Source: an optimization exercise on an open RTL-to-GDS flow (aim: a short achievable clock period and few clock cycles). Production flows keep margins and buffers that such runs may drop.
At most, simulation tests tie the RTL to the original design; equivalence was not proved.
Function not checked in runs 4 and 6: the RTL went through the layout flow alone.
Power is estimated from default activity; no workload was simulated.

==> design.v <==
module alu_prep (
    output [32:0] X, Y,      
    output ci,
    output arith,            
    output vpre, vbit,       
    input [3:0] op,
    input [31:0] A, B,
    input C_in
    );
    wire add = (op == 4'b0100) || (op == 4'b0101) || (op == 4'b1011);    
    wire sub = (op == 4'b0010) || (op == 4'b0110) || (op == 4'b1010);    
    wire rev = (op == 4'b0011) || (op == 4'b0111);                       
    wire wc  = (op == 4'b0101) || (op == 4'b0110) || (op == 4'b0111);    
    wire [32:0] A2 = {1'b0, A} + 33'd2;
    wire [32:0] nA2 = {1'b1, ~A} + 33'd2;
    assign X = rev ? {1'b0, B} : ((op == 4'b0110) ? A2 : {1'b0, A});
    assign Y = add ? {1'b0, B} : (sub ? {1'b1, ~B} : ((op == 4'b0111) ? nA2 : {1'b1, ~A}));
    assign ci = wc ? C_in : (sub || rev);
    assign arith = add || sub || rev;
    assign vpre = add ? (A[31] == B[31]) : (A[31] != B[31]);
    assign vbit = add ? !A[31] : (sub ? B[31] : A[31]);
endmodule
module alu (
    output [31:0] O,
    output [3:0] Flags,      
    input [3:0] op,
    input [31:0] A, B,
    input [32:0] X, Y,
    input ci, arith, vpre, vbit,
    input shc, V_in
    );
    wire [32:0] s = X + Y + {32'd0, ci};
    wire [31:0] hs = X[31:0] ^ Y[31:0];
    wire [31:0] cz = {X[30:0] | Y[30:0], ci};
    wire z_arith = (hs == cz);
    reg [31:0] L;
    always @* begin
        case (op)
            4'b0000, 4'b1000: L = A & B;
            4'b0001, 4'b1001: L = A ^ B;
            4'b1100:          L = A | B;
            4'b1101:          L = B;
            4'b1110:          L = A & ~B;
            default:          L = ~B;
        endcase
    end
    assign O = arith ? s[31:0] : L;
    wire Zf = arith ? z_arith : (L == 32'd0);
    wire Vf = arith ? (vpre && (s[31] == vbit)) : V_in;
    wire Cf = arith ? s[32] : shc;
    assign Flags = {O[31], Zf, Cf, Vf};
endmodule
module shifter (output [31:0] OUT, output shifter_carry_out, input [31:0] IR, RM, input C_in);
    wire [3:0]  rot = IR[11:8];
    wire [63:0] imm_rr = {24'd0, IR[7:0], 24'd0, IR[7:0]} >> {rot, 1'b0};
    wire [31:0] imm_out = imm_rr[31:0];
    wire imm_c = (rot == 4'd0) ? C_in : imm_out[31];
    wire [4:0] amt = IR[11:7];
    wire [1:0] sh  = IR[6:5];
    wire [31:0] lsl = RM << amt;
    wire [31:0] lsr = RM >> amt;
    wire [31:0] asr = $signed(RM) >>> amt;
    wire [63:0] rr  = {RM, RM} >> amt;
    wire [32:0] lslc = {1'b0, RM} << amt;           
    wire [32:0] rsc  = {RM, 1'b0} >> amt;           
    reg  [31:0] reg_out;
    reg         reg_c;
    always @* begin
        case (sh)
            2'b00: begin reg_out = lsl; reg_c = (amt == 5'd0) ? C_in : lslc[32]; end
            2'b01: begin reg_out = (amt == 5'd0) ? 32'd0 : lsr; reg_c = (amt == 5'd0) ? RM[31] : rsc[0]; end
            2'b10: begin reg_out = (amt == 5'd0) ? {32{RM[31]}} : asr; reg_c = (amt == 5'd0) ? RM[31] : rsc[0]; end
            default: begin
                reg_out = (amt == 5'd0) ? {C_in, RM[31:1]} : rr[31:0];
                reg_c = (amt == 5'd0) ? RM[0] : rsc[0];
            end
        endcase
    end
    assign OUT = IR[25] ? imm_out : reg_out;
    assign shifter_carry_out = IR[25] ? imm_c : reg_c;
endmodule
module arm_cpu (
    input clk,
    input rst_n,
    output mem_req,
    output mem_rw,
    output [1:0] mem_size,
    output [7:0] mem_addr,
    output [31:0] mem_wdata,
    input [31:0] mem_rdata,
    input mem_ack
    );
    reg        req;
    reg        phF, phD1, phD2, phB;   
    reg        rw;
    reg [1:0]  sz;
    reg [7:0]  fa;           
    reg [31:0] r15v;         
    reg        fetched;      
    reg [31:0] ir;
    reg [7:0]  rn8;          
    reg [31:0] wd;           
    reg        fwdA, fwdD;   
    reg [31:0] wd2;          
    reg [7:0]  a2;           
    reg [31:0] ld_q;         
    reg        ld_w;         
    reg [3:0]  ld_dst_q;
    reg [3:0]  flg;          
    reg [31:0] rf [0:14];
    reg        x1_dp, x1_bl;
    reg        x2_we, x2_flg, x2_link;
    reg [3:0]  x2_rd, x2_op;
    reg [31:0] x2_A, x2_B;
    reg [32:0] x2_X, x2_Y;
    reg        x2_ci, x2_arith, x2_vpre, x2_vbit, x2_shc;
    reg [31:0] res_q;        
    wire ack = mem_ack && req;
    function [31:0] rdreg(input [3:0] n);
        rdreg = (n == 4'd15) ? r15v : rf[n];
    endfunction
    wire [31:0] alu_o;
    wire [3:0]  alu_f;
    alu ex_alu (alu_o, alu_f, x2_op, x2_A, x2_B, x2_X, x2_Y, x2_ci, x2_arith, x2_vpre, x2_vbit,
                x2_shc, flg[0]);
    wire [31:0] x2_res = x2_link ? x2_A : alu_o;
    wire [3:0] fl = x2_flg ? alu_f : flg;
    wire [31:0] fi = mem_rdata;
    wire N = fl[3], Z = fl[2], C = fl[1], V = fl[0];
    wire [15:0] cv = {1'b0, 1'b1, Z || (N != V), !Z && (N == V), N != V, N == V, !C && Z, C && !Z,
                      !V, V, !N, N, !C, C, !Z, Z};
    wire f_cond = cv[fi[31:28]];
    wire f_dp   = (fi[27:25] == 3'b001) || (fi[27:25] == 3'b000 && fi[4] == 1'b0);
    wire f_br   = (fi[27:25] == 3'b101);
    wire f_ls   = (fi[27:26] == 2'b01);
    wire f_misc = (fi[27:25] == 3'b000 && fi[4] == 1'b1);
    wire f_mem  = f_cond && (f_ls || f_misc);
    wire f_L = fi[20], f_S = fi[6], f_H = fi[5];
    wire       f_drw = f_ls ? f_L : !(f_H && !f_L);
    wire [1:0] f_dsz = f_ls ? (fi[22] ? 2'b00 : 2'b10)
                            : (f_L ? (f_S ? (f_H ? 2'b01 : 2'b00) : 2'b01)
                                   : (f_H ? (f_S ? 2'b10 : 2'b01) : 2'b10));
    wire i_ls   = (ir[27:26] == 2'b01);
    wire i_misc = !i_ls;                      
    wire i_L = ir[20], i_S = ir[6], i_H = ir[5];
    wire i_dbl  = i_misc && !i_L && (!i_H || i_S);
    wire i_sext = i_misc && i_L && i_S;
    wire [3:0] rd0 = ir[15:12];
    wire [3:0] rd1 = ir[15:12] + 4'd1;
    wire i_fwd  = i_dbl && rw && (ir[19:16] == rd0);
    wire [7:0]  rn8e = fwdA ? res_q[7:0] : rn8;
    wire [31:0] ldv = !i_sext ? mem_rdata
                    : (i_H ? {{16{mem_rdata[15]}}, mem_rdata[15:0]} : {{24{mem_rdata[7]}}, mem_rdata[7:0]});
    wire [31:0] x1_A = rdreg(ir[19:16]);
    wire [31:0] x1_M = rdreg(ir[3:0]);
    wire [31:0] sh_out;
    wire        sh_c;
    shifter ex_sh (sh_out, sh_c, ir, x1_M, flg[1]);
    wire [32:0] p_X, p_Y;
    wire        p_ci, p_arith, p_vpre, p_vbit;
    alu_prep ex_prep (p_X, p_Y, p_ci, p_arith, p_vpre, p_vbit, ir[24:21], x1_A, sh_out, flg[1]);
    wire dp_cmp = (ir[24:23] == 2'b10);
    assign mem_req   = req;
    assign mem_rw    = rw;
    assign mem_size  = sz;
    assign mem_addr  = phF ? fa : (phD1 ? rn8e : a2);
    assign mem_wdata = phD2 ? wd2 : (fwdD ? res_q : wd);
    always @(posedge clk or negedge rst_n) begin
        if (!rst_n) begin
            req <= 1'b0;
            phF <= 1'b1;
            phD1 <= 1'b0;
            phD2 <= 1'b0;
            phB <= 1'b0;
            rw <= 1'b1;
            sz <= 2'b10;
            fa <= 8'd0;
            r15v <= 32'd4;
            fetched <= 1'b0;
            x1_dp <= 1'b0;
            x1_bl <= 1'b0;
            x2_we <= 1'b0;
            x2_flg <= 1'b0;
            ld_w <= 1'b0;
        end else begin
            fetched <= ack && phF;
            x1_dp <= ack && phF && f_cond && f_dp;
            x1_bl <= ack && phF && f_cond && f_br && fi[24];
            x2_we <= (x1_dp && !dp_cmp) || x1_bl;
            x2_flg <= x1_dp && (dp_cmp || ir[20]);
            ld_w <= ack && (phD1 || phD2) && rw;
            if (fetched)
                r15v <= r15v + 32'd4;
            if (ack && phF)
                fa <= fa + 8'd4;
            req <= !(ack && phD1 && i_fwd);
            if (phB) begin
                phB <= 1'b0;
                phD2 <= 1'b1;
            end
            if (ack) begin
                if (phF && f_mem) begin
                    phF <= 1'b0;
                    phD1 <= 1'b1;
                    rw <= f_drw;
                    sz <= f_dsz;
                end
                if (phD1) begin
                    phD1 <= 1'b0;
                    if (i_dbl) begin
                        if (i_fwd) phB <= 1'b1;
                        else phD2 <= 1'b1;
                    end else begin
                        phF <= 1'b1;
                        rw <= 1'b1;
                        sz <= 2'b10;
                    end
                end
                if (phD2) begin
                    phD2 <= 1'b0;
                    phF <= 1'b1;
                    rw <= 1'b1;
                    sz <= 2'b10;
                end
            end
        end
    end
    integer k;
    always @(posedge clk) begin
        if (phF) begin
            ir   <= fi;
            rn8  <= rdreg(fi[19:16]);
            wd   <= rdreg(fi[15:12]);
            fwdA <= x2_we && (fi[19:16] == x2_rd);
            fwdD <= x2_we && (fi[15:12] == x2_rd);
        end
        if (fetched)
            wd2 <= rdreg(rd1);
        if (phD1)
            a2 <= rn8e + 8'd4;
        if (phB)
            a2 <= ld_q[7:0] + 8'd4;
        ld_q <= ldv;
        ld_dst_q <= phD2 ? rd1 : rd0;
        x2_rd    <= x1_bl ? 4'd14 : rd0;
        x2_link  <= x1_bl;
        x2_op    <= ir[24:21];
        x2_A     <= x1_bl ? r15v : x1_A;
        x2_B     <= sh_out;
        x2_shc   <= sh_c;
        x2_X     <= p_X;
        x2_Y     <= p_Y;
        x2_ci    <= p_ci;
        x2_arith <= p_arith;
        x2_vpre  <= p_vpre;
        x2_vbit  <= p_vbit;
        if (x2_we)
            res_q <= x2_res;
        if (x2_flg)
            flg <= alu_f;
        for (k = 0; k < 15; k = k + 1)
            if (ld_w && ld_dst_q == k)
                rf[k] <= ld_q;
            else if (x2_we && x2_rd == k)
                rf[k] <= x2_res;
    end
endmodule
==> run.sh <==
#!/bin/bash
# synth_recipe.tcl (not shown) runs the flow's synth.tcl, then flattens the netlist and writes it again
# the make line also repeats each setting of config.mk as NAME=value (left out here)
make -C /OpenROAD-flow-scripts/flow DESIGN_CONFIG=/design/flow/config.mk WORK_HOME=/design/flow/orfs CLKGATE_MAP_FILE= SYNTH_SCRIPT=/design/flow/synth_recipe.tcl finish
==> config.mk <==
export PLATFORM = sky130hd
export DESIGN_NAME = arm_cpu
export DESIGN_NICKNAME = arm_cpu
export VERILOG_FILES = /design/flow/design.v
export SDC_FILE = /design/flow/constraint.sdc
export NUM_CORES = 4
export LEC_CHECK = 0
export CAP_MARGIN = 40
export CORE_MARGIN = 2
export CORE_UTILIZATION = 25
export PLACE_DENSITY = 0.45
export SLEW_MARGIN = 30
==> constraint.sdc <==
create_clock -name core_clock -period 15.0 [get_ports {clk}]
set_input_delay 3.0000 -clock core_clock [delete_from_list [all_inputs] [get_ports {clk}]]
set_output_delay 3.0000 -clock core_clock [all_outputs]
set_load 0.01 [all_outputs]
==> flow_summary.yaml, run 1 <==
clock_network:
  htreeDepth: 3
  clockBufferDepth: 3
  post_cts_resized: 0
  clkSinkCount: 856
  cts_tree: "done"
  numCtsBuffers: 108
  clk_latency_ns: 0.84
  cts_root_buffer: "clkbuf_16"
  post_cts_buffers: 0
  postCtsHoldBufs: 0
  clkTransAtPathRegs_ns: 0.07
synthesis:
  yosysWarnings: 4
  netlist_top_cells_area: "edfxtp_1, nand2_1, dfxtp_1"
  synth.top_cell.area_share: 0.2860
  ys_seq_area_frac: 0.3616
  ys_seq_elements: 856
  synthCells: 7739
  async_reset_ff_frac: 0.05841
  synth_top_area_cell: "edfxtp_1"
  synth_cell_types: 126
  synth_common_cells: "nand2_1, nor2_1, edfxtp_1, clkbuf_1, a21oi_1"
  syn_avg_cell_area_um2: 8.440
  synth-edff-count: 622
  yosysMostFrequentCell: "nand2_1"
  synth_area_mm2: 0.06532
  ys.flop_type: "edfxtp_1"
  syn_nets: 7884
worst_setup_path:
  path_max_fanout: 54
  arrival_ns: 7.63
  crit_top_cell: "buf_4"
  crit_chain: "buf_4 > buf_4 > buf_4 > or3b_2 > nor2_1 > a211oi_2 > a21oi_2 > buf_4 > o21ai_1 > buf_4 > nand2_1 > nand2_1 > nor3_1 > a211o_1 > nand3_1 > mux2i_1 > o31ai_1"
  slowest_delay_ns: 0.66
  crit_path_top_delay_cell: "buf_4"
  startpoint_type: "flip-flop"
  r2r-start: "ir[2]"
  ff2ff_path_depth: 17
  crit_required_ns: 15.66
  critPathCaptureType: "flip-flop"
  crit_start: "ir[2]"
  critical_path_class: "flip-flop to flip-flop"
sta:
  hold_viol: 0
  fin_tns_setup_ns: 0
  post-route-min-period_ns: 6.976
  setup_viol: 0
  rsz0062_at_grt: "no"
  slew_viol_final: 0
  max_slew.worst_pin.slew_ns: 1.044
  fin_crit_sh: 0.4650
  maxSlewHeadroom: 0.3012
  clock.fmax_mhz: 143.4
  skew_ns: 0.07470
placement:
  numPortBuffers: 78
  place_hpwl_um: 361300
  dp.cells: 10916
  gp_congestion: 1.093
cells_and_area:
  drive_gt1_frac: 0.1459
  synthToLayoutAreaGrowth_pct: 16.46
  finalNonFillerCells: 11188
  final_util: 0.2929
  final_nets: 7792
drt:
  drtPass1Iterations: 9
  wl_per_cell_um: 45.93
  wl_met1_um: 199200
  highest_layer: "met5"
  ant_nets: 0
  route.met3.wl_um: 65740
  drc: 0
  viasPerCell: 6.632
  wirelength_um: 513800
  met2WireLength_um: 207100
  via_count: 74196
  drtIter0Drc: 14237
pwr:
  power.total_w: 0.005621
  vdd_ir_drop_max_v: 0.00008473
  power.density_mw_per_mm2: 73.90
  leakage_nw: 27.23
floorplan:
  core_mm2: 0.2597
  num_rows: 187
  die_height_um: 515.1
  start_util: 0.2515
  die_w_um: 515.1
  pin_count: 79
  die_area_mm2: 0.2654
global_routing:
  overflow: 0
  grt_use_total: 0.3726
  grt_pass1_vias: 67285
  grt_max_degree: 111
  antenna_found_initial: 68
  grt_first_pass_wirelength_um: 666900
job:
  max_cap_viol_count: 0
min_path:
  min-delay-path-class: "flip-flop to flip-flop"
  min-delay-start: "fa[7]"
  whs_path_depth: 1
status:
  status: "no timing/DRC/antenna violations"
flip-flops by register name, summed over array words and instances, names as in the netlist, 2 cells and up:
signal,flops
rn8,8
ld_q,32
x2_op,4
x2_rd,4
flg,4
wd,32
wd2,32
fa,6
rf,480
r15v,30
x2_B,32
x2_A,32
ld_dst_q,4
a2,8
res_q,32
x2_Y,33
sz,2
x2_X,33
ir,28
layout make-up:
class	instances	area (um^2)
antenna	46	115.1
clock buffer	158	3259
clock inverter	45	634.4
fill	27470	183600
inverter	241	905.9
multi-input combinational	5915	38550
sequential	856	23630
tap	3402	4257
timing repair buffer	525	4718
stage by stage:
step | hold WS, ns | worst slack, ns | instance area [um^2]
global route | 0.4956 | 8.102 | 76010
floorplan | 0.3462 | 10.12 | 65320
detailed placement | 0.4717 | 8.153 | 71750
CTS | 0.4806 | 8.409 | 75650
finish | 0.4770 | 8.024 | 76070
global placement | 0.4601 | 8.151 | 70890
cell families (layout without fill, tap and decap cells):
kind of cell,after synthesis,count (layout),synth area share
simple gates,2727,2727,0.1937
compound gates,2438,2438,0.2562
buf+inv,968,969,0.06281
flops,856,856,0.3616
mux,469,469,0.08151
xor+xnor,171,171,0.02293
fa+ha+maj,110,110,0.02130
other cells,0,46,0
final timing paths:
check                      endpoint  slack (ns)
min in group asynchronous     x1_bl        2.10
setup reg to reg           x2_Y[12]        8.02
hold / removal                fa[7]        0.48
setup / recovery           x2_Y[12]        8.02
max in group asynchronous   r15v[2]       12.27
hold reg to reg               fa[7]        0.48
layout by cell type (no fill, tap or decap), types with 88 or more instances in the layout:
master / count
nor2_1: 610
nor3_1: 89
inv_1: 229
nand2_1: 1172
mux2_2: 172
dfxtp_1: 180
mux2i_1: 257
a21oi_1: 490
a31oi_1: 88
a22oi_1: 228
edfxtp_1: 622
a22o_1: 133
a221oi_1: 174
o22ai_1: 138
buf_4: 381
xnor2_1: 103
o21ai_0: 476
ha_1: 107
nand3_1: 206
clkbuf_16: 115
worst max-delay path: cells and delay by family (launching register included):
| family | cells | cell delay [ns] |
|---|---|---|
| and+or+nand+nor | 6 | 2.78 |
| buffers and inverters | 5 | 2.22 |
| muxes | 1 | 0.35 |
| AOI/OAI and AO/OA | 5 | 0.86 |
| DFF | 1 | 0.36 |
per-layer routing:
layer | vias up | track usage
li1 | 28865 | -
met1 | 37002 | 0.4731
met2 | 6601 | 0.5264
met3 | 1682 | 0.1344
met4 | 46 | 0.2450
met5 | - | 0
power breakdown:
group	internal, W	switching (W)
clock	0.00168	0.00124
sequential	0.00252	0.0000214
combinational	0.0000498	0.000119
total	0.00424	0.00138
Testbench counts, summed over its fixed seeds: cycles 59,889.
==> inputs of run 2 (changes only) <==
--- a/design.v
+++ b/design.v
@@ -97,2 +97,4 @@
     reg [7:0]  fa;           
+    reg [7:0]  maddr;        
+    reg [31:0] wdo;          
     reg [31:0] r15v;         
@@ -100,5 +102,2 @@
     reg [31:0] ir;
-    reg [7:0]  rn8;          
-    reg [31:0] wd;           
-    reg        fwdA, fwdD;   
     reg [31:0] wd2;          
@@ -116,3 +115,2 @@
     reg        x2_ci, x2_arith, x2_vpre, x2_vbit, x2_shc;
-    reg [31:0] res_q;        
     wire ack = mem_ack && req;
@@ -120,2 +118,5 @@
         rdreg = (n == 4'd15) ? r15v : rf[n];
+    endfunction
+    function [7:0] rdreg8(input [3:0] n);
+        rdreg8 = (n == 4'd15) ? r15v[7:0] : rf[n][7:0];
     endfunction
@@ -150,3 +151,4 @@
     wire i_fwd  = i_dbl && rw && (ir[19:16] == rd0);
-    wire [7:0]  rn8e = fwdA ? res_q[7:0] : rn8;
+    wire [7:0]  f_rn8 = (x2_we && fi[19:16] == x2_rd) ? x2_res[7:0] : rdreg8(fi[19:16]);
+    wire [31:0] f_rd  = (x2_we && fi[15:12] == x2_rd) ? x2_res : rdreg(fi[15:12]);
     wire [31:0] ldv = !i_sext ? mem_rdata
@@ -165,4 +167,4 @@
     assign mem_size  = sz;
-    assign mem_addr  = phF ? fa : (phD1 ? rn8e : a2);
-    assign mem_wdata = phD2 ? wd2 : (fwdD ? res_q : wd);
+    assign mem_addr  = maddr;
+    assign mem_wdata = wdo;
     always @(posedge clk or negedge rst_n) begin
@@ -177,2 +179,3 @@
             fa <= 8'd0;
+            maddr <= 8'd0;
             r15v <= 32'd4;
@@ -195,2 +198,4 @@
                 fa <= fa + 8'd4;
+            if (phB)
+                maddr <= ld_q[7:0] + 8'd4;
             req <= !(ack && phD1 && i_fwd);
@@ -201,7 +206,12 @@
             if (ack) begin
-                if (phF && f_mem) begin
-                    phF <= 1'b0;
-                    phD1 <= 1'b1;
-                    rw <= f_drw;
-                    sz <= f_dsz;
+                if (phF) begin
+                    if (f_mem) begin
+                        phF <= 1'b0;
+                        phD1 <= 1'b1;
+                        rw <= f_drw;
+                        sz <= f_dsz;
+                        maddr <= f_rn8;
+                    end else begin
+                        maddr <= fa + 8'd4;
+                    end
                 end
@@ -212,3 +222,5 @@
                         else phD2 <= 1'b1;
+                        maddr <= a2;
                     end else begin
+                        maddr <= fa;
                         phF <= 1'b1;
@@ -219,2 +231,3 @@
                 if (phD2) begin
+                    maddr <= fa;
                     phD2 <= 1'b0;
@@ -230,8 +243,7 @@
         if (phF) begin
-            ir   <= fi;
-            rn8  <= rdreg(fi[19:16]);
-            wd   <= rdreg(fi[15:12]);
-            fwdA <= x2_we && (fi[19:16] == x2_rd);
-            fwdD <= x2_we && (fi[15:12] == x2_rd);
+            ir  <= fi;
+            wdo <= f_rd;
         end
+        if (ack && phD1)
+            wdo <= wd2;
         if (fetched)
@@ -239,5 +251,3 @@
         if (phD1)
-            a2 <= rn8e + 8'd4;
-        if (phB)
-            a2 <= ld_q[7:0] + 8'd4;
+            a2 <= maddr + 8'd4;
         ld_q <= ldv;
@@ -256,4 +266,2 @@
         x2_vbit  <= p_vbit;
-        if (x2_we)
-            res_q <= x2_res;
         if (x2_flg)
==> flow/run.sh (new file) <==
#!/bin/bash
# Standard layout (the standard.sh, unchanged synthesis), with ORFS's
# repair_timing asked to keep a setup slack margin well beyond the clock
# constraint, so that it shortens paths the 15 ns constraint alone leaves alone.
export SETUP_SLACK_MARGIN=10.5
bash standard.sh > standard.log 2>&1
==> standard.sh (new file) <==
#!/bin/bash
# synth_recipe.tcl (not shown) runs the flow's synth.tcl, then flattens the netlist and writes it again
# the make line also repeats each setting of config.mk as NAME=value (left out here)
make -C /OpenROAD-flow-scripts/flow DESIGN_CONFIG=/design/flow/config.mk WORK_HOME=/design/flow/orfs CLKGATE_MAP_FILE= SYNTH_SCRIPT=/design/flow/synth_recipe.tcl "${@:-finish}"
--- a/config.mk
+++ b/config.mk
@@ -9,4 +9,4 @@
 export CORE_MARGIN = 2
-export CORE_UTILIZATION = 25
-export PLACE_DENSITY = 0.45
+export CORE_UTILIZATION = 55
+export PLACE_DENSITY = 0.65
 export SLEW_MARGIN = 30
removed: run.sh
==> flow_summary.yaml, run 2 <==
status:
  status: "did not finish"
  failed_stage: "global routing (5_1_grt)"
  error_line: "[ERROR GRT-0232] Routing congestion too high. Check the congestion heatmap in the GUI."
placement:
  gp_congestion: 1.279
  numPortBuffers: 78
  post-place-ws_ns: 8.463
  place_hpwl_um: 297600
synthesis:
  yosysMostFrequentCell: "nand2_1"
  yosysWarnings: 4
  async_reset_ff_frac: 0.07056
  synth-edff-count: 580
  synth_common_cells: "nand2_1, edfxtp_1, clkbuf_1, nor2_1, a21oi_1"
  ys_seq_area_frac: 0.3475
  synth_top_area_cell: "edfxtp_1"
  synthCells: 7885
  syn_avg_cell_area_um2: 8.233
  netlist_top_cells_area: "edfxtp_1, nand2_1, dfxtp_1"
  ys.flop_type: "edfxtp_1"
  synth.top_cell.area_share: 0.2683
  ys_seq_elements: 822
  synth_cell_types: 117
  syn_nets: 8031
  synth_area_mm2: 0.06491
floorplan:
  die_w_um: 347.6
  die_height_um: 347.6
  pin_count: 79
  num_rows: 126
  start_util: 0.5520
global_routing:
  overflow: 4
  grt_max_degree: 91
  grt_use_total: 0.7572
clock_network:
  clockBufferDepth: 3
  postCtsHoldBufs: 0
  cts_root_buffer: "clkbuf_16"
  numCtsBuffers: 93
  clkSinkCount: 822
  htreeDepth: 3
[run 2: cell types whose count changed after synthesis, moves of 42 or more]
cell / delta
mux2i_1: -103
nor2_1: -93
a22oi_1: +91
mux2_2: -78
nand2_1: +73
nand4_1: +52
edfxtp_1: -42
[run 2: metrics by stage]
stage | cells | power [W] | cell area (um^2)
CTS | 9414 | 0.01581 | 75430
global placement | 9076 | 0.01251 | 67760
floorplan | 7885 | 0.008914 | 65360
detailed placement | 9116 | 0.01280 | 68390
[run 2: cells by family after synthesis]
group | after synthesis | synth area share
AO/OA/AOI/OAI | 2672 | 0.2842
XOR/XNOR | 173 | 0.02334
adder cells (fa/ha/maj) | 111 | 0.02163
buffers and inverters | 980 | 0.06150
flip-flops | 822 | 0.3475
multiplexers | 296 | 0.05549
AND/OR/NAND/NOR | 2831 | 0.2063
[run 2: power groups by stage]
stage	combinational [W]	sequential [W]	clock, W
after floorplan	0.00521	0.00371	0
after global placement	0.00844	0.00408	0
after detailed placement	0.00872	0.00408	0
after CTS	0.00933	0.00404	0.00244
[run 2: worst min-delay path by stage]
stage          startpoint  endpoint  slack, ns  cells past startpoint
3_3_place_gp     maddr[1]     a2[1]       0.46                      0
2_1_floorplan      ir[22]  x2_op[1]       0.35                      0
3_5_place_dp     maddr[1]     a2[1]       0.46                      0
4_1_cts          maddr[1]     a2[1]       0.48                      0
[run 2: per-layer routing]
| metal | global-route usage | overflow |
|---|---|---|
| met5 | 0.3557 | 2 |
| met4 | 0.7117 | 0 |
| met3 | 0.5885 | 0 |
| met2 | 0.9047 | 2 |
| met1 | 0.7939 | 0 |
[run 2: what timing repair did]
action | CTS
pin swaps | 63
setup buffers | 96
gates cloned | 29
endpoints found under the setup margin | 216
gates resized for setup | 639
Testbench counts of run 2, summed over its fixed seeds: cycles 59,889.
==> inputs of run 3 (changes only) <==
--- a/config.mk
+++ b/config.mk
@@ -9,4 +9,4 @@
 export CORE_MARGIN = 2
-export CORE_UTILIZATION = 55
-export PLACE_DENSITY = 0.65
+export CORE_UTILIZATION = 25
+export PLACE_DENSITY = 0.45
 export SLEW_MARGIN = 30
==> flow_summary.yaml, run 3 <==
drt:
  drtPass1Iterations: 13
  wirelength_um: 530100
  ant_nets: 0
  drtIter0Drc: 14267
  wl_per_cell_um: 45.70
  viasPerCell: 6.785
  via_count: 78709
  drc: 0
cells_and_area:
  largest_reg_flops: 480
  fill_cells: 26793
  regArea_mm2: 0.02258
  final_util: 0.3228
  final_common_cell: "nand2_1"
  regMostFlops: "rf"
  final_cell_mix: "nand2_1, edfxtp_1, buf_4"
  finalNonFillerCells: 11601
  drive_gt1_frac: 0.2338
  final_nets: 8220
  reg_top3: "rf x480, x2_X x33, x2_Y x33"
  synthToLayoutAreaGrowth_pct: 28.79
  multi_input_area_mm2: 0.04326
synthesis:
  synth_area_mm2: 0.06491
  syn_nets: 8031
  yosysWarnings: 4
  synth.top_cell.area_share: 0.2683
  synthCells: 7885
  synth_cell_types: 117
  synth-edff-count: 580
  netlist_top_cells_area: "edfxtp_1, nand2_1, dfxtp_1"
  synth_common_cells: "nand2_1, edfxtp_1, clkbuf_1, nor2_1, a21oi_1"
  ys_seq_elements: 822
  ys_seq_area_frac: 0.3475
  syn_avg_cell_area_um2: 8.233
  async_reset_ff_frac: 0.07056
  synth_top_area_cell: "edfxtp_1"
  yosysMostFrequentCell: "nand2_1"
  ys.flop_type: "edfxtp_1"
global_routing:
  grt_pass1_vias: 71471
  grt_use_total: 0.3818
  grt_first_pass_wirelength_um: 684100
  antenna_found_initial: 45
  overflow: 0
  grt_max_degree: 91
placement:
  gp_congestion: 1.127
  dp.cells: 11026
  numPortBuffers: 78
  place_hpwl_um: 366500
  post-place-ws_ns: 8.139
worst_setup_path:
  arrival_ns: 1.79
  crit_required_ns: 12.00
  startpoint_type: "flip-flop"
  slowest_delay_ns: 0.73
  crit_chain: "buf_6"
  path_max_fanout: 1
  crit_family: "flip-flops"
  crit_path_top_delay_cell: "edfxtp_1"
  critical_path_class: "flip-flop to primary output"
  cp.buffers_inverters: 1
  critPathCaptureType: "primary output"
clock_network:
  clkTransAtPathRegs_ns: 0.07
  cts_tree: "done"
  htreeDepth: 3
  clk_latency_ns: 0.85
  clkSinkCount: 822
  numCtsBuffers: 106
  cts_root_buffer: "clkbuf_16"
  postCtsHoldBufs: 0
  clockBufferDepth: 3
sta:
  slew_viol_final: 0
  skew_ns: 0.07393
  clock.fmax_mhz: 208.6
  worst_slack_ns: 10.21
  hold_viol: 0
  fin_crit_sh: 0.3195
  maxSlewHeadroom: 0.2936
  max_slew.worst_pin.slew_ns: 1.057
  post-route-min-period_ns: 4.793
  rsz0062_at_grt: "yes"
  fin_tns_setup_ns: 0
  setup_viol: 0
floorplan:
  core_mm2: 0.2590
  start_util: 0.2506
  die_height_um: 513.6
  die_area_mm2: 0.2637
  num_rows: 187
  pin_count: 79
  die_w_um: 513.6
pwr:
  power.density_mw_per_mm2: 217.6
  leakage_nw: 30.32
  vdd_ir_drop_max_v: 0.0001345
min_path:
  min-delay-path-class: "flip-flop to flip-flop"
status:
  status: "no timing/DRC/antenna violations"
job:
  max_cap_viol_count: 0
[run 3: cell counts after synthesis]
Identical to the previous run, type by type.
[run 3: final timing paths]
check | from | to | slack [ns] | cells past startpoint
hold reg to reg | fa[7] | fa[7] | 0.51 | 1
setup reg to reg | ir[17] | x2_Y[26] | 10.25 | 14
min in group asynchronous | rst_n | sz[0] | 2.15 | 1
setup / recovery | wdo[27] | mem_wdata[27] | 10.21 | 1
max in group asynchronous | rst_n | r15v[15] | 12.25 | 2
hold / removal | fa[7] | fa[7] | 0.51 | 1
[run 3: logic make-up (layout without fill, tap and decap cells)]
| group | after synthesis | count (layout) | share of synthesized area |
|---|---|---|---|
| simple gates | 2831 | 2832 | 0.2063 |
| compound gates | 2672 | 2672 | 0.2842 |
| buf+inv | 980 | 1259 | 0.06150 |
| flops | 822 | 822 | 0.3475 |
| mux | 296 | 296 | 0.05549 |
| xor+xnor | 173 | 173 | 0.02334 |
| fa+ha+maj | 111 | 111 | 0.02163 |
| other cells | 0 | 34 | 0 |
[run 3: cell type report]
cell class | count | area share
multi-input combinational | 6084 | 0.5175
sequential | 822 | 0.2700
timing repair buffer | 828 | 0.1075
tap | 3402 | 0.05091
clock buffer | 148 | 0.03518
inverter | 232 | 0.01055
clock inverter | 51 | 0.007288
antenna | 34 | 0.001018
[run 3: per-layer routing]
metal  global-route usage  wire (um)
met3               0.1435      68920
met1               0.4640     196300
met4               0.3042      52930
met2               0.5361     211500
met5             0.004566        450
[run 3: report_power, final]
part	internal, W	total [W]	switching [W]
logic	0.00378	0.0114	0.00763
registers	0.00343	0.00409	0.000663
clock network	0.00152	0.00270	0.00119
total	0.00872	0.0182	0.00947
[run 3: metrics by stage]
| stage | total power (W) | instance area (um^2) | hold slack (ns) |
|---|---|---|---|
| final | 0.01820 | 83610 | 0.5142 |
| after CTS | 0.01694 | 79650 | 0.5167 |
| after detailed placement | 0.01348 | 71350 | 0.4928 |
| after floorplan | 0.008914 | 65360 | 0.3462 |
| after global routing | 0.01860 | 83540 | 0.5428 |
| after global placement | 0.01332 | 70500 | 0.4928 |
[run 3: repair_timing]
item,CTS,global route
cloned,29,16
pin swaps,82,164
gates resized for setup,762,449
setup endpoints to repair,194,154
hold endpoints to repair,0,0
buffers inserted,139,150
==> inputs of run 4 (changes only) <==
--- a/design.v
+++ b/design.v
@@ -31,3 +31,25 @@
     );
-    wire [32:0] s = X + Y + {32'd0, ci};
+    wire [32:0] s;
+    wire [32:0] p0 = X ^ Y;
+    wire [32:0] g0 = X & Y;
+    wire [33:0] gl0 = {g0, ci}, pl0 = {p0, 1'b0};
+    wire [33:0] gl1, pl1, gl2, pl2, gl3, pl3, gl4, pl4, gl5, pl5, gl6, pl6;
+    genvar i;
+    generate
+        for (i = 0; i < 34; i = i + 1) begin : ks
+            if (i >= 1)  begin : l1 assign gl1[i] = gl0[i] | (pl0[i] & gl0[i-1]);  assign pl1[i] = pl0[i] & pl0[i-1];  end
+            else         begin : c1 assign gl1[i] = gl0[i]; assign pl1[i] = pl0[i]; end
+            if (i >= 2)  begin : l2 assign gl2[i] = gl1[i] | (pl1[i] & gl1[i-2]);  assign pl2[i] = pl1[i] & pl1[i-2];  end
+            else         begin : c2 assign gl2[i] = gl1[i]; assign pl2[i] = pl1[i]; end
+            if (i >= 4)  begin : l3 assign gl3[i] = gl2[i] | (pl2[i] & gl2[i-4]);  assign pl3[i] = pl2[i] & pl2[i-4];  end
+            else         begin : c3 assign gl3[i] = gl2[i]; assign pl3[i] = pl2[i]; end
+            if (i >= 8)  begin : l4 assign gl4[i] = gl3[i] | (pl3[i] & gl3[i-8]);  assign pl4[i] = pl3[i] & pl3[i-8];  end
+            else         begin : c4 assign gl4[i] = gl3[i]; assign pl4[i] = pl3[i]; end
+            if (i >= 16) begin : l5 assign gl5[i] = gl4[i] | (pl4[i] & gl4[i-16]); assign pl5[i] = pl4[i] & pl4[i-16]; end
+            else         begin : c5 assign gl5[i] = gl4[i]; assign pl5[i] = pl4[i]; end
+            if (i >= 32) begin : l6 assign gl6[i] = gl5[i] | (pl5[i] & gl5[i-32]); assign pl6[i] = pl5[i] & pl5[i-32]; end
+            else         begin : c6 assign gl6[i] = gl5[i]; assign pl6[i] = pl5[i]; end
+        end
+    endgenerate
+    assign s = p0 ^ gl6[32:0];
     wire [31:0] hs = X[31:0] ^ Y[31:0];
@@ -99,2 +121,3 @@
     reg [31:0] wdo;          
+    reg [15:0] selA, selM;   
     reg [31:0] r15v;         
@@ -116,7 +139,12 @@
     wire ack = mem_ack && req;
-    function [31:0] rdreg(input [3:0] n);
-        rdreg = (n == 4'd15) ? r15v : rf[n];
+    function [31:0] rdsel(input [15:0] sel);
+        integer q;
+        begin
+            rdsel = sel[15] ? r15v : 32'd0;
+            for (q = 0; q < 15; q = q + 1)
+                rdsel = rdsel | (sel[q] ? rf[q] : 32'd0);
+        end
     endfunction
-    function [7:0] rdreg8(input [3:0] n);
-        rdreg8 = (n == 4'd15) ? r15v[7:0] : rf[n][7:0];
+    function [15:0] onehot(input [3:0] n);
+        onehot = 16'd1 << n;
     endfunction
@@ -151,8 +179,16 @@
     wire i_fwd  = i_dbl && rw && (ir[19:16] == rd0);
-    wire [7:0]  f_rn8 = (x2_we && fi[19:16] == x2_rd) ? x2_res[7:0] : rdreg8(fi[19:16]);
-    wire [31:0] f_rd  = (x2_we && fi[15:12] == x2_rd) ? x2_res : rdreg(fi[15:12]);
+    wire [511:0] rff;
+    genvar g;
+    generate
+        for (g = 0; g < 15; g = g + 1) begin : fwd
+            assign rff[32*g +: 32] = (x2_we && x2_rd == g) ? x2_res : rf[g];
+        end
+    endgenerate
+    assign rff[511:480] = r15v;
+    wire [7:0]  f_rn8 = rff[32*fi[19:16] +: 8];
+    wire [31:0] f_rd  = rff[32*fi[15:12] +: 32];
     wire [31:0] ldv = !i_sext ? mem_rdata
                     : (i_H ? {{16{mem_rdata[15]}}, mem_rdata[15:0]} : {{24{mem_rdata[7]}}, mem_rdata[7:0]});
-    wire [31:0] x1_A = rdreg(ir[19:16]);
-    wire [31:0] x1_M = rdreg(ir[3:0]);
+    wire [31:0] x1_A = rdsel(selA);
+    wire [31:0] x1_M = rdsel(selM);
     wire [31:0] sh_out;
@@ -176,6 +212,7 @@
             phB <= 1'b0;
-            rw <= 1'b1;
-            sz <= 2'b10;
+            rw <= 1'b0;          
+            sz <= 2'b00;
             fa <= 8'd0;
             maddr <= 8'd0;
+            wdo <= 32'd0;
             r15v <= 32'd4;
@@ -200,3 +237,11 @@
                 maddr <= ld_q[7:0] + 8'd4;
+            if (phF)
+                wdo <= f_rd;
+            if (ack && phD1)
+                wdo <= wd2;
             req <= !(ack && phD1 && i_fwd);
+            if (!req && phF) begin
+                rw <= 1'b1;
+                sz <= 2'b10;
+            end
             if (phB) begin
@@ -243,9 +288,8 @@
         if (phF) begin
-            ir  <= fi;
-            wdo <= f_rd;
-        end
-        if (ack && phD1)
-            wdo <= wd2;
+            ir   <= fi;
+            selA <= onehot(fi[19:16]);
+            selM <= onehot((f_ls || f_misc) ? fi[15:12] + 4'd1 : fi[3:0]);
+        end
         if (fetched)
-            wd2 <= rdreg(rd1);
+            wd2 <= x1_M;
         if (phD1)
==> flow/run.sh (replaced) <==
#!/bin/bash
# Standard layout (the standard.sh, unchanged synthesis), with two changes
# to how the layout is made:
#  - ORFS's repair_timing is asked to keep a setup slack margin well beyond the
#    clock constraint, so that it shortens paths the 15 ns constraint alone
#    leaves alone;
#  - the port buffers are plain buffers (buf_8) instead of the delay buffers
#    buffer_ports picks by default.
export SETUP_SLACK_MARGIN=11
export BUFFER_PORTS_ARGS="-buffer_cell sky130_fd_sc_hd__buf_8"
bash standard.sh > standard.log 2>&1
==> flow_summary.yaml, run 4 <==
floorplan:
  start_util: 0.2515
  pin_count: 79
  die_height_um: 490.6
  die_area_mm2: 0.2407
  num_rows: 178
  core_mm2: 0.2354
  die_w_um: 490.6
sta:
  rsz0062_at_grt: "yes"
  post-route-min-period_ns: 4.582
  slew_viol_final: 0
  clock.fmax_mhz: 218.2
  fin_tns_setup_ns: 0
  skew_ns: 0.06525
  maxSlewHeadroom: 0.2368
  fin_crit_sh: 0.3055
  hold_viol: 0
  max_slew.worst_pin.slew_ns: 1.145
  setup_viol: 0
worst_setup_path:
  crit_start: "x2_we"
  reg2reg_to: "maddr[6]"
  critPathCaptureType: "flip-flop"
  r2r_setup_slack_ns: 10.42
  slowest_delay_ns: 0.69
  cp.buffers_inverters: 1
  startpoint_type: "flip-flop"
  path_depth: 12
  arrival_ns: 5.31
  crit_top_cell: "o211ai_1"
  r2r-start: "x2_we"
  crit_path_end: "maddr[6]"
  crit_path_top_delay_cell: "dfrtp_1"
  crit_required_ns: 15.73
  crit_chain: "nand2_1 > nor2_1 > nand3_2 > buf_4 > o211ai_1 > o211ai_1 > a21oi_1 > nor3_1 > o21ai_0 > o41ai_4 > mux2i_1 > o21a_1"
  critical_path_class: "flip-flop to flip-flop"
  crit_family: "simple AND/OR/NAND/NOR gates"
  ff2ff_path_depth: 12
  path_max_fanout: 35
synthesis:
  ys.flop_type: "dfxtp_1"
  synth_top_area_cell: "dfxtp_1"
  yosysWarnings: 4
  syn_avg_cell_area_um2: 7.731
  netlist_top_cells_area: "dfxtp_1, nor2_1, nand2_1"
  async_reset_ff_frac: 0.1054
  synth_cell_types: 110
  synth_area_mm2: 0.05919
  yosysMostFrequentCell: "nor2_1"
  ys_seq_area_frac: 0.3134
  synth-edff-count: 100
  synth_common_cells: "nor2_1, nand2_1, a21oi_1, dfxtp_1, o21ai_0"
  ys_seq_elements: 854
  synth.top_cell.area_share: 0.2246
  syn_nets: 7800
  synthCells: 7657
clock_network:
  htreeDepth: 3
  cts_tree: "done"
  clockBufferDepth: 3
  postCtsHoldBufs: 0
  clk_latency_ns: 0.79
  numCtsBuffers: 102
  clkSinkCount: 854
  cts_root_buffer: "clkbuf_16"
  clkTransAtPathRegs_ns: 0.06
cells_and_area:
  finalNonFillerCells: 11103
  regMostFlops: "rf"
  synthToLayoutAreaGrowth_pct: 31.37
  final_cell_mix: "nor2_1, nand2_1, dfxtp_1"
  reg_top3: "rf x480, x2_X x33, x2_Y x33"
  final_nets: 7985
  largest_reg_flops: 480
  drive_gt1_frac: 0.2378
  final_common_cell: "nor2_1"
job:
  max_cap_viol_count: 0
placement:
  numPortBuffers: 78
  gp_congestion: 1.038
  place_hpwl_um: 273100
  dp.cells: 10477
global_routing:
  grt_use_total: 0.3329
  grt_first_pass_wirelength_um: 558500
  overflow: 0
  grt_max_degree: 74
  grt_pass1_vias: 62974
  antenna_found_initial: 43
pwr:
  leakage_nw: 29.27
  vdd_ir_drop_max_v: 0.00009075
  power.total_w: 0.005396
  power.density_mw_per_mm2: 69.39
drt:
  wirelength_um: 430800
  drtIter0Drc: 13590
  ant_nets: 0
  drc: 0
  viasPerCell: 6.460
  via_count: 71726
  drtPass1Iterations: 10
  wl_per_cell_um: 38.80
min_path:
  min-delay-path-class: "flip-flop to flip-flop"
status:
  status: "no timing/DRC/antenna violations"
run 4: changes by cell type after synthesis, moves of 47 or more:
cell	before	now
nand3b_1	81	8
edfxtp_1	580	100
nand4_1	130	56
nor2_1	547	990
a21oi_1	538	684
o22ai_1	155	67
nand2_1	1251	939
clkbuf_1	555	508
a32oi_1	58	9
mux4_2	37	106
mux2i_1	160	277
dfxtp_1	184	664
run 4: kinds of logic after synthesis:
kind of cell               after synthesis  share of synthesized area
DFF                                    854                     0.3134
muxes                                  462                     0.1025
AOI/OAI and AO/OA                     2530                     0.2795
and+or+nand+nor                       2587                     0.1945
xor gates and xnor gates               152                    0.02249
adders and majority gates              108                    0.02295
buffers and inverters                  964                    0.06472
run 4: cell type report:
type,count,area [um^2]
well taps,3150,3941
flip-flops and latches,854,18620
fillers,24517,157600
inverters,267,1119
repair buffers,770,9545
diodes,22,55.05
repair inverters,5,76.32
multi-input cells,5842,40890
clock buffers,135,2851
clock inverters,58,668.1
run 4: worst min-delay path by stage:
| stage | startpoint | end | slack, ns | depth (start not counted) |
|---|---|---|---|---|
| 5_1_grt | ir[21] | x2_op[0] | 0.45 | 0 |
| 4_1_cts | ir[21] | x2_op[0] | 0.43 | 0 |
| 6_report | ir[21] | x2_op[0] | 0.44 | 0 |
| 3_3_place_gp | ir[21] | x2_op[0] | 0.44 | 0 |
| 2_1_floorplan | x1_bl | x2_link | 0.35 | 0 |
| 3_5_place_dp | ir[21] | x2_op[0] | 0.43 | 0 |
run 4: through the flow:
stage	util	setup slack [ns]	cell area [um^2]	hold slack [ns]
CTS	0.3132	10.48	73730	0.4291
finish	0.3303	10.42	77770	0.4428
floorplan	-	10.18	60090	0.3454
detailed placement	0.2757	8.771	64900	0.4302
global placement	0.2727	8.693	64200	0.4426
global route	0.3301	10.46	77720	0.4467
run 4: what timing repair did:
action                                  CTS  global route
cloned                                   26            15
buffers inserted                        212           147
gates resized for setup                 632           490
endpoints found under the setup margin  255           173
pin swaps                               122           178
run 4: report_power, final:
| part | switching (W) | internal, W | total (W) |
|---|---|---|---|
| combinational | 0.000204 | 0.000121 | 0.000325 |
| sequential | 0.0000285 | 0.00232 | 0.00235 |
| clock | 0.00121 | 0.00152 | 0.00272 |
| total | 0.00144 | 0.00396 | 0.00540 |
run 4: per-layer routing:
layer,track usage,up-vias,part of all wire
li1,-,28366,-
met1,0.4193,34541,0.37
met2,0.4509,6773,0.38
met3,0.1417,2010,0.15
met4,0.2313,36,0.093
met5,0.01488,-,0.0013
==> inputs of run 5 (changes only) <==
--- a/design.v
+++ b/design.v
@@ -212,4 +212,4 @@
             phB <= 1'b0;
-            rw <= 1'b0;          
-            sz <= 2'b00;
+            rw <= 1'b1;
+            sz <= 2'b10;
             fa <= 8'd0;
@@ -242,6 +242,2 @@
             req <= !(ack && phD1 && i_fwd);
-            if (!req && phF) begin
-                rw <= 1'b1;
-                sz <= 2'b10;
-            end
             if (phB) begin
==> flow_summary.yaml, run 5 <==
cells_and_area:
  final_common_cell: "nand2_1"
  final_util: 0.3270
  largest_reg_flops: 480
  synthToLayoutAreaGrowth_pct: 30.47
  finalNonFillerCells: 10993
  final_cell_mix: "nand2_1, nor2_1, dfxtp_1"
  drive_gt1_frac: 0.2346
  final_nets: 7849
  reg_top3: "rf x480, x2_X x33, x2_Y x33"
  regMostFlops: "rf"
floorplan:
  die_height_um: 491.7
  die_area_mm2: 0.2417
  pin_count: 79
  core_mm2: 0.2372
  die_w_um: 491.7
  start_util: 0.2507
  num_rows: 179
sta:
  maxSlewHeadroom: 0.2808
  hold_ws_ns: 0.4572
  fin_tns_setup_ns: 0
  skew_ns: 0.08985
  slew_viol_final: 0
  post-route-min-period_ns: 4.607
  clock.fmax_mhz: 217.1
  fin_crit_sh: 0.3071
  max_slew.worst_pin.slew_ns: 1.068
  hold_viol: 0
  setup_viol: 0
  rsz0062_at_grt: "yes"
worst_setup_path:
  critPathCaptureType: "primary output"
  arrival_ns: 1.61
  crit_family: "flip-flops"
  crit_chain: "buf_8"
  startpoint_type: "flip-flop"
  path_max_fanout: 2
  slowest_delay_ns: 0.60
  crit_required_ns: 12.00
  critical_path_class: "flip-flop to primary output"
  crit_path_top_delay_cell: "dfrtp_4"
  cp.buffers_inverters: 1
global_routing:
  grt_pass1_vias: 62524
  antenna_found_initial: 42
  overflow: 0
  grt_util_met1: 0.4013
  top_usage_layer: "met2"
  grt_max_degree: 72
  grt_use_total: 0.3209
  grtUsageMet3: 0.1283
  met2_usage: 0.4358
  grt_first_pass_wirelength_um: 543000
clock_network:
  clkTransAtPathRegs_ns: 0.07
  clk_latency_ns: 0.81
  clkSinkCount: 854
  cts_tree: "done"
  htreeDepth: 3
  cts_root_buffer: "clkbuf_16"
  numCtsBuffers: 105
  clockBufferDepth: 3
pwr:
  clkPwrFrac: 0.503
  power.total_w: 0.005342
  power.internal_w: 0.003930
  leakage_nw: 28.75
  vdd_ir_drop_max_v: 0.00009282
  sw_frac_of_total: 0.2643
  seq_power_share: 0.439
  p_switching_w: 0.001412
  power.density_mw_per_mm2: 68.87
  p_comb_frac: 0.058
drt:
  viasPerCell: 6.442
  ant_nets: 0
  drtIter0Drc: 13143
  via_count: 70821
  wirelength_um: 415700
  drc: 0
  drtPass1Iterations: 12
  wl_per_cell_um: 37.82
synthesis:
  synthCells: 7492
  ys_seq_area_frac: 0.3121
  syn_avg_cell_area_um2: 7.936
  synth_cell_types: 121
  yosysMostFrequentCell: "nand2_1"
  async_reset_ff_frac: 0.1054
  netlist_top_cells_area: "dfxtp_1, nand2_1, nor2_1"
  synth_top_area_cell: "dfxtp_1"
  ys.flop_type: "dfxtp_1"
  ys_seq_elements: 854
  synth.top_cell.area_share: 0.2236
  synth_area_mm2: 0.05945
  yosysWarnings: 4
  synth_common_cells: "nand2_1, nor2_1, dfxtp_1, a21oi_1, clkbuf_1"
  syn_nets: 7635
  synth-edff-count: 100
placement:
  gp_congestion: 1.018
  dp.cells: 10330
  numPortBuffers: 78
  place_hpwl_um: 260200
min_path:
  min-delay-path-class: "flip-flop to flip-flop"
job:
  max_cap_viol_count: 0
status:
  status: "no timing/DRC/antenna violations"
run 5: cell count changes after synthesis, moves of 21 or more:
cell      delta
mux2_2      -22
clkbuf_1    -40
a22oi_1     -48
a211oi_1    -21
mux2i_1     +34
o21ai_0     -92
o211ai_1    +25
nor2_1     -107
buf_2       +24
a21oi_1     -46
mux4_2      +33
run 5: layout make-up:
class | count | area (um^2)
diodes | 33 | 82.58
clock buffers | 157 | 3037
clock inverters | 37 | 400.4
fillers | 24550 | 159600
inverters | 251 | 1091
multi-input cells | 5695 | 40370
flip-flops and latches | 854 | 18620
well taps | 3167 | 3963
repair buffers | 792 | 9889
repair inverters | 7 | 117.6
run 5: per-stage QoR:
stage / instance area [um^2] / setup slack, ns
6_report: 77570 / 10.39
5_1_grt: 77490 / 10.39
4_1_cts: 73430 / 10.48
3_5_place_dp: 64910 / 8.893
3_3_place_gp: 64240 / 8.614
2_1_floorplan: 60450 / 9.996
run 5: cells by family (layout without fill, tap and decap cells):
family,after synthesis,count (layout),synth area share
AND/OR/NAND/NOR,2495,2500,0.1869
adder cells (fa/ha/maj),108,108,0.02285
flip-flops,854,854,0.3121
other,0,33,0
XOR/XNOR,157,157,0.02313
multiplexers,513,513,0.1175
buffers and inverters,949,1244,0.06574
AO/OA/AOI/OAI,2416,2417,0.2718
run 5: timing repair:
item                                    CTS  global route
resized for setup                       540           477
endpoints found under the setup margin  250           170
setup buffers                           217           160
pin swaps                                78           192
hold buffers                              0             0
gates cloned                             34            15
run 5: layer usage:
| metal | vias to the layer above | wire, um |
|---|---|---|
| met4 | 28 | 41350 |
| li1 | 28028 | - |
| met3 | 2022 | 62010 |
| met1 | 34094 | 153000 |
| met5 | - | 367 |
| met2 | 6649 | 159000 |
run 5: power groups by stage:
| stage | Sequential [W] | Combinational [W] | Clock (W) |
|---|---|---|---|
| floorplan | 0.00237 | 0.000129 | 0 |
| global placement | 0.00240 | 0.000205 | 0 |
| detailed placement | 0.00239 | 0.000210 | 0 |
| CTS | 0.00234 | 0.000258 | 0.00268 |
| global route | 0.00234 | 0.000307 | 0.00276 |
| finish | 0.00234 | 0.000310 | 0.00269 |
run 5: final timing paths:
path | to | cells after the start | from | slack, ns
min in group asynchronous | wdo[11] | 1 | rst_n | 2.19
worst max register to register | maddr[2] | 15 | x2_op[2] | 10.63
worst max-delay path | mem_wdata[29] | 1 | wdo[29] | 10.39
worst min register to register | wdo[1] | 2 | wd2[1] | 0.46
worst min-delay path | wdo[1] | 2 | wd2[1] | 0.46
max in group asynchronous | wdo[1] | 2 | rst_n | 11.56
Testbench counts of run 5, summed over its fixed seeds: cycles 59,889.
==> inputs of run 6 (changes only) <==
--- a/design.v
+++ b/design.v
@@ -115,3 +115,3 @@
     reg        req;
-    reg        phF, phD1, phD2, phB;   
+    reg        phF, phD0, phD1, phD2, phB;   
     reg        rw;
@@ -121,3 +121,3 @@
     reg [31:0] wdo;          
-    reg [15:0] selA, selM;   
+    reg [15:0] selA, selM, selD;   
     reg [31:0] r15v;         
@@ -133,3 +133,3 @@
     reg        x1_dp, x1_bl;
-    reg        x2_we, x2_flg, x2_link;
+    reg        x2_we, x2_flg;
     reg [3:0]  x2_rd, x2_op;
@@ -150,13 +150,6 @@
     endfunction
-    wire [31:0] alu_o;
-    wire [3:0]  alu_f;
-    alu ex_alu (alu_o, alu_f, x2_op, x2_A, x2_B, x2_X, x2_Y, x2_ci, x2_arith, x2_vpre, x2_vbit,
-                x2_shc, flg[0]);
-    wire [31:0] x2_res = x2_link ? x2_A : alu_o;
-    wire [3:0] fl = x2_flg ? alu_f : flg;
-    wire [31:0] fi = mem_rdata;
-    wire N = fl[3], Z = fl[2], C = fl[1], V = fl[0];
+    wire N = flg[3], Z = flg[2], C = flg[1], V = flg[0];
     wire [15:0] cv = {1'b0, 1'b1, Z || (N != V), !Z && (N == V), N != V, N == V, !C && Z, C && !Z,
                       !V, V, !N, N, !C, C, !Z, Z};
-    wire f_cond = cv[fi[31:28]];
+    wire [31:0] fi = mem_rdata;
     wire f_dp   = (fi[27:25] == 3'b001) || (fi[27:25] == 3'b000 && fi[4] == 1'b0);
@@ -165,8 +158,17 @@
     wire f_misc = (fi[27:25] == 3'b000 && fi[4] == 1'b1);
-    wire f_mem  = f_cond && (f_ls || f_misc);
-    wire f_L = fi[20], f_S = fi[6], f_H = fi[5];
-    wire       f_drw = f_ls ? f_L : !(f_H && !f_L);
-    wire [1:0] f_dsz = f_ls ? (fi[22] ? 2'b00 : 2'b10)
-                            : (f_L ? (f_S ? (f_H ? 2'b01 : 2'b00) : 2'b01)
-                                   : (f_H ? (f_S ? 2'b10 : 2'b01) : 2'b10));
+    wire f_lsm  = f_ls || f_misc;
+    wire x2_busy = x2_we || x2_flg;           
+    wire f_wait = f_lsm && x2_busy;
+    wire f_mem  = f_lsm && !x2_busy && cv[fi[31:28]];
+    function drw(input [31:0] w);
+        drw = (w[27:26] == 2'b01) ? w[20] : !(w[5] && !w[20]);
+    endfunction
+    function [1:0] dsz(input [31:0] w);
+        dsz = (w[27:26] == 2'b01) ? (w[22] ? 2'b00 : 2'b10)
+            : (w[20] ? (w[6] ? (w[5] ? 2'b01 : 2'b00) : 2'b01)
+                     : (w[5] ? (w[6] ? 2'b10 : 2'b01) : 2'b10));
+    endfunction
+    wire [7:0]  f_rn8 = (fi[19:16] == 4'd15) ? r15v[7:0] : rf[fi[19:16]][7:0];
+    wire [31:0] f_rd  = (fi[15:12] == 4'd15) ? r15v : rf[fi[15:12]];
+    wire i_cond = cv[ir[31:28]];
     wire i_ls   = (ir[27:26] == 2'b01);
@@ -179,12 +181,2 @@
     wire i_fwd  = i_dbl && rw && (ir[19:16] == rd0);
-    wire [511:0] rff;
-    genvar g;
-    generate
-        for (g = 0; g < 15; g = g + 1) begin : fwd
-            assign rff[32*g +: 32] = (x2_we && x2_rd == g) ? x2_res : rf[g];
-        end
-    endgenerate
-    assign rff[511:480] = r15v;
-    wire [7:0]  f_rn8 = rff[32*fi[19:16] +: 8];
-    wire [31:0] f_rd  = rff[32*fi[15:12] +: 32];
     wire [31:0] ldv = !i_sext ? mem_rdata
@@ -200,2 +192,11 @@
     wire dp_cmp = (ir[24:23] == 2'b10);
+    wire x1_ex  = x1_dp && i_cond;
+    wire x1_mov = (ir[24:21] == 4'b1101 || ir[24:21] == 4'b1111) && !ir[20];   
+    wire x1_wmov = x1_ex && x1_mov;
+    wire x1_wbl  = x1_bl && i_cond;
+    wire [31:0] x1_res = x1_bl ? r15v : (ir[22] ? ~sh_out : sh_out);
+    wire [31:0] alu_o;
+    wire [3:0]  alu_f;
+    alu ex_alu (alu_o, alu_f, x2_op, x2_A, x2_B, x2_X, x2_Y, x2_ci, x2_arith, x2_vpre, x2_vbit,
+                x2_shc, flg[0]);
     assign mem_req   = req;
@@ -209,2 +210,3 @@
             phF <= 1'b1;
+            phD0 <= 1'b0;
             phD1 <= 1'b0;
@@ -212,4 +214,4 @@
             phB <= 1'b0;
-            rw <= 1'b1;
-            sz <= 2'b10;
+            rw <= 1'b0;          
+            sz <= 2'b00;
             fa <= 8'd0;
@@ -226,6 +228,6 @@
             fetched <= ack && phF;
-            x1_dp <= ack && phF && f_cond && f_dp;
-            x1_bl <= ack && phF && f_cond && f_br && fi[24];
-            x2_we <= (x1_dp && !dp_cmp) || x1_bl;
-            x2_flg <= x1_dp && (dp_cmp || ir[20]);
+            x1_dp <= ack && phF && f_dp;
+            x1_bl <= ack && phF && f_br && fi[24];
+            x2_we <= x1_ex && !dp_cmp && !x1_mov;
+            x2_flg <= x1_ex && (dp_cmp || ir[20]);
             ld_w <= ack && (phD1 || phD2) && rw;
@@ -235,20 +237,39 @@
                 fa <= fa + 8'd4;
-            if (phB)
+            req <= !(ack && phD1 && i_fwd) && !(ack && phF && f_wait);
+            if (!req && phF) begin
+                rw <= 1'b1;
+                sz <= 2'b10;
+            end
+            if (phB) begin
                 maddr <= ld_q[7:0] + 8'd4;
+                phB <= 1'b0;
+                phD2 <= 1'b1;
+            end
             if (phF)
                 wdo <= f_rd;
+            if (phD0) begin
+                phD0 <= 1'b0;
+                if (i_cond) begin
+                    phD1 <= 1'b1;
+                    rw <= drw(ir);
+                    sz <= dsz(ir);
+                    maddr <= x1_A[7:0];
+                    wdo <= rdsel(selD);
+                end else begin
+                    phF <= 1'b1;
+                    maddr <= fa;
+                end
+            end
             if (ack && phD1)
                 wdo <= wd2;
-            req <= !(ack && phD1 && i_fwd);
-            if (phB) begin
-                phB <= 1'b0;
-                phD2 <= 1'b1;
-            end
             if (ack) begin
                 if (phF) begin
-                    if (f_mem) begin
+                    if (f_wait) begin
+                        phF <= 1'b0;
+                        phD0 <= 1'b1;
+                    end else if (f_mem) begin
                         phF <= 1'b0;
                         phD1 <= 1'b1;
-                        rw <= f_drw;
-                        sz <= f_dsz;
+                        rw <= drw(fi);
+                        sz <= dsz(fi);
                         maddr <= f_rn8;
@@ -286,3 +307,4 @@
             selA <= onehot(fi[19:16]);
-            selM <= onehot((f_ls || f_misc) ? fi[15:12] + 4'd1 : fi[3:0]);
+            selM <= onehot(f_lsm ? fi[15:12] + 4'd1 : fi[3:0]);
+            selD <= onehot(fi[15:12]);
         end
@@ -294,6 +316,5 @@
         ld_dst_q <= phD2 ? rd1 : rd0;
-        x2_rd    <= x1_bl ? 4'd14 : rd0;
-        x2_link  <= x1_bl;
+        x2_rd    <= rd0;
         x2_op    <= ir[24:21];
-        x2_A     <= x1_bl ? r15v : x1_A;
+        x2_A     <= x1_A;
         x2_B     <= sh_out;
@@ -311,4 +332,8 @@
                 rf[k] <= ld_q;
+            else if (x1_wmov && rd0 == k)
+                rf[k] <= x1_res;
+            else if (x1_wbl && k == 14)
+                rf[k] <= x1_res;
             else if (x2_we && x2_rd == k)
-                rf[k] <= x2_res;
+                rf[k] <= alu_o;
     end
==> flow_summary.yaml, run 6 <==
global_routing:
  grt_first_pass_wirelength_um: 796300
  antenna_found_initial: 59
  grt_use_total: 0.4308
  grt_pass1_vias: 78440
  grt_max_degree: 86
  overflow: 0
floorplan:
  pin_count: 79
  die_w_um: 526.4
  core_mm2: 0.2712
  start_util: 0.2515
  die_area_mm2: 0.2771
  die_height_um: 526.4
  num_rows: 191
sta:
  hold_viol: 0
  skew_ns: 0.05463
  post-route-min-period_ns: 4.916
  max_slew.worst_pin.slew_ns: 1.310
  clock.fmax_mhz: 203.4
  worst_slack_ns: 10.08
  maxSlewHeadroom: 0.1268
  slew_viol_final: 0
  fin_crit_sh: 0.3278
  fin_tns_setup_ns: 0
  rsz0062_at_grt: "yes"
  setup_viol: 0
pwr:
  power.density_mw_per_mm2: 250.2
  leakage_nw: 35.74
  vdd_ir_drop_max_v: 0.0001857
worst_setup_path:
  crit_path_end: "rf[9][12]"
  arrival_ns: 5.48
  reg2reg_to: "rf[9][12]"
  r2r-start: "selM[2]"
  startpoint_type: "flip-flop"
  ff2ff_path_depth: 16
  crit_required_ns: 15.56
  critical_path_class: "flip-flop to flip-flop"
  r2r_setup_slack_ns: 10.08
  critPathCaptureType: "flip-flop"
  path_max_fanout: 8
  crit_start: "selM[2]"
placement:
  numPortBuffers: 78
  gp_congestion: 1.077
  dp.cells: 11243
  place_area_mm2: 0.07639
  place_hpwl_um: 400000
  post-place-ws_ns: 8.858
min_path:
  min-delay-path-class: "flip-flop to flip-flop"
synthesis:
  synth_cell_types: 117
  netlist_top_cells_area: "edfxtp_1, a22oi_1, dfxtp_1"
  async_reset_ff_frac: 0.1041
  synthCells: 7894
  synth-edff-count: 604
  synth_top_area_cell: "edfxtp_1"
  syn_nets: 8046
  syn_avg_cell_area_um2: 8.643
  yosysMostFrequentCell: "nand2_1"
  ys_seq_area_frac: 0.3518
  ys.flop_type: "edfxtp_1"
  ys_seq_elements: 874
  synth_area_mm2: 0.06823
  synth_common_cells: "nand2_1, nor2_1, edfxtp_1, clkbuf_1, a22oi_1"
  synth.top_cell.area_share: 0.2658
  yosysWarnings: 4
cells_and_area:
  final_common_cell: "nand2_1"
  final_cell_mix: "nand2_1, buf_4, edfxtp_1"
  synthToLayoutAreaGrowth_pct: 44.52
  regArea_mm2: 0.02406
  multi_input_area_mm2: 0.04811
  final_nets: 8757
  regMostFlops: "rf"
  stdcell_area_mm2: 0.09860
  fill_cells: 26985
  largest_reg_flops: 480
  finalNonFillerCells: 12329
  drive_gt1_frac: 0.3496
  reg_top3: "rf x480, x2_X x33, x2_Y x33"
clock_network:
  clk_latency_ns: 0.84
  cts_tree: "done"
  clkTransAtPathRegs_ns: 0.06
  htreeDepth: 3
  clockBufferDepth: 3
  clkSinkCount: 874
  cts_root_buffer: "clkbuf_16"
  numCtsBuffers: 111
  postCtsHoldBufs: 0
job:
  max_cap_viol_count: 0
drt:
  via_count: 89192
  wirelength_um: 636600
  drtIter0Drc: 18807
  wl_per_cell_um: 51.63
  ant_nets: 0
  viasPerCell: 7.234
  drc: 0
  drtPass1Iterations: 22
status:
  status: "no timing/DRC/antenna violations"
==> run 6: per-stage QoR <==
step	power [W]	hold slack, ns	util
finish	0.02467	0.4592	0.3635
global route	0.02489	0.4956	0.3632
CTS	0.02211	0.4670	0.3422
detailed placement	0.01657	0.4537	0.2816
global placement	0.01626	0.4439	0.2775
floorplan	0.01102	0.3462	-
==> run 6: final cells by class <==
class,count,share of cell area
timing repair buffer,1407,0.1705
multi-input combinational,5950,0.4879
antenna,56,0.001421
clock buffer,143,0.03125
clock inverter,68,0.007474
tap,3570,0.04530
inverter,261,0.01211
sequential,874,0.2440
==> run 6: power by group <==
group	switching, W	internal [W]
Clock	0.00128	0.00166
Sequential	0.000658	0.00369
Combinational	0.0108	0.00658
Total	0.0127	0.0119
==> run 6: metal layers <==
metal | share of wire | wire [um] | global-route usage | vias up
li1 | - | - | - | 32301
met1 | 0.35 | 223100 | 0.4971 | 44227
met2 | 0.38 | 238800 | 0.5685 | 9645
met3 | 0.17 | 108100 | 0.2518 | 2969
met4 | 0.10 | 64910 | 0.3407 | 50
met5 | 0.0027 | 1692 | 0.02182 | -
==> run 6: worst min-delay path by stage <==
stage                  from        to  depth (start not counted)  slack [ns]
floorplan            ir[22]  x2_op[1]                          0        0.35
global placement    wd2[17]   wdo[17]                          2        0.44
detailed placement  wd2[17]   wdo[17]                          2        0.45
CTS                 wd2[13]   wdo[13]                          2        0.47
global route        wd2[18]   wdo[18]                          2        0.50
finish               wd2[4]    wdo[4]                          2        0.46
==> run 6: timing repair <==
item | CTS | global route
setup buffers | 517 | 212
gates cloned | 55 | 14
endpoints found under the setup margin | 1151 | 847
pin swaps | 465 | 428
resized for setup | 1581 | 675
==> run 6: cell families after synthesis <==
group	synth area share
compound gates	0.3212
simple gates	0.1539
mux	0.06325
fa+ha+maj	0.02157
flops	0.3518
xor+xnor	0.02318
buf+inv	0.06517
==> run 6: worst max-delay path, stage by stage, from the launching register on <==
cell,delay (ns)
edfxtp_1,0.38
buf_6,0.18
buf_16,0.19
buf_12,0.16
a22o_1,0.26
a221oi_4,0.23
buf_12,0.17
and3_4,0.19
buf_12,0.13
inv_8,0.03
mux4_2,0.48
mux4_2,0.66
or3_4,0.48
a211oi_4,0.29
buf_12,0.19
and4bb_4,0.27
a221o_1,0.32

==> what the ideal ports hide <==
How much do the figures lean on ideal ports? The routed layouts below were timed once more, with nothing changed but the port constraints.
Step 1 sets driving cells, clkbuf_16 on the clock port and buf_2 on the other inputs (assumed; they add their load-dependent delay and slew).
Step 2 also shifts input and output timing later by t, the mid clock arrival at the registers, as if the neighbouring blocks saw the same clock.
a / b / c = no drivers / after step 1 / after step 2; a / b = the first two.
| run | t (ns) | setup slack, ns | worst hold slack (ns) | pins driven straight from the clock port |
|---|---|---|---|---|
| run 1 | 0.903 | 8.024 / 8.024 / 8.024 | 0.477 / 0.477 / 0.477 | 1 |
| run 3 | 0.920 | 10.207 / 10.097 / 9.542 | 0.514 / 0.514 / 0.514 | 1 |
| run 4 | 0.853 | 10.418 / 10.399 / 9.709 | 0.443 / 0.443 / 0.443 | 1 |
| run 5 | 0.864 | 10.393 / 10.297 / 9.565 | 0.457 / 0.457 / 0.457 | 1 |
| run 6 | 0.904 | 10.084 / 10.084 / 9.424 | 0.459 / 0.459 / 0.459 | 1 |
After both steps every run listed still meets setup and hold. For run 5, which loses most, drivers alone change the setup slack by -0.096 ns; drivers and shift together by -0.828 ns.
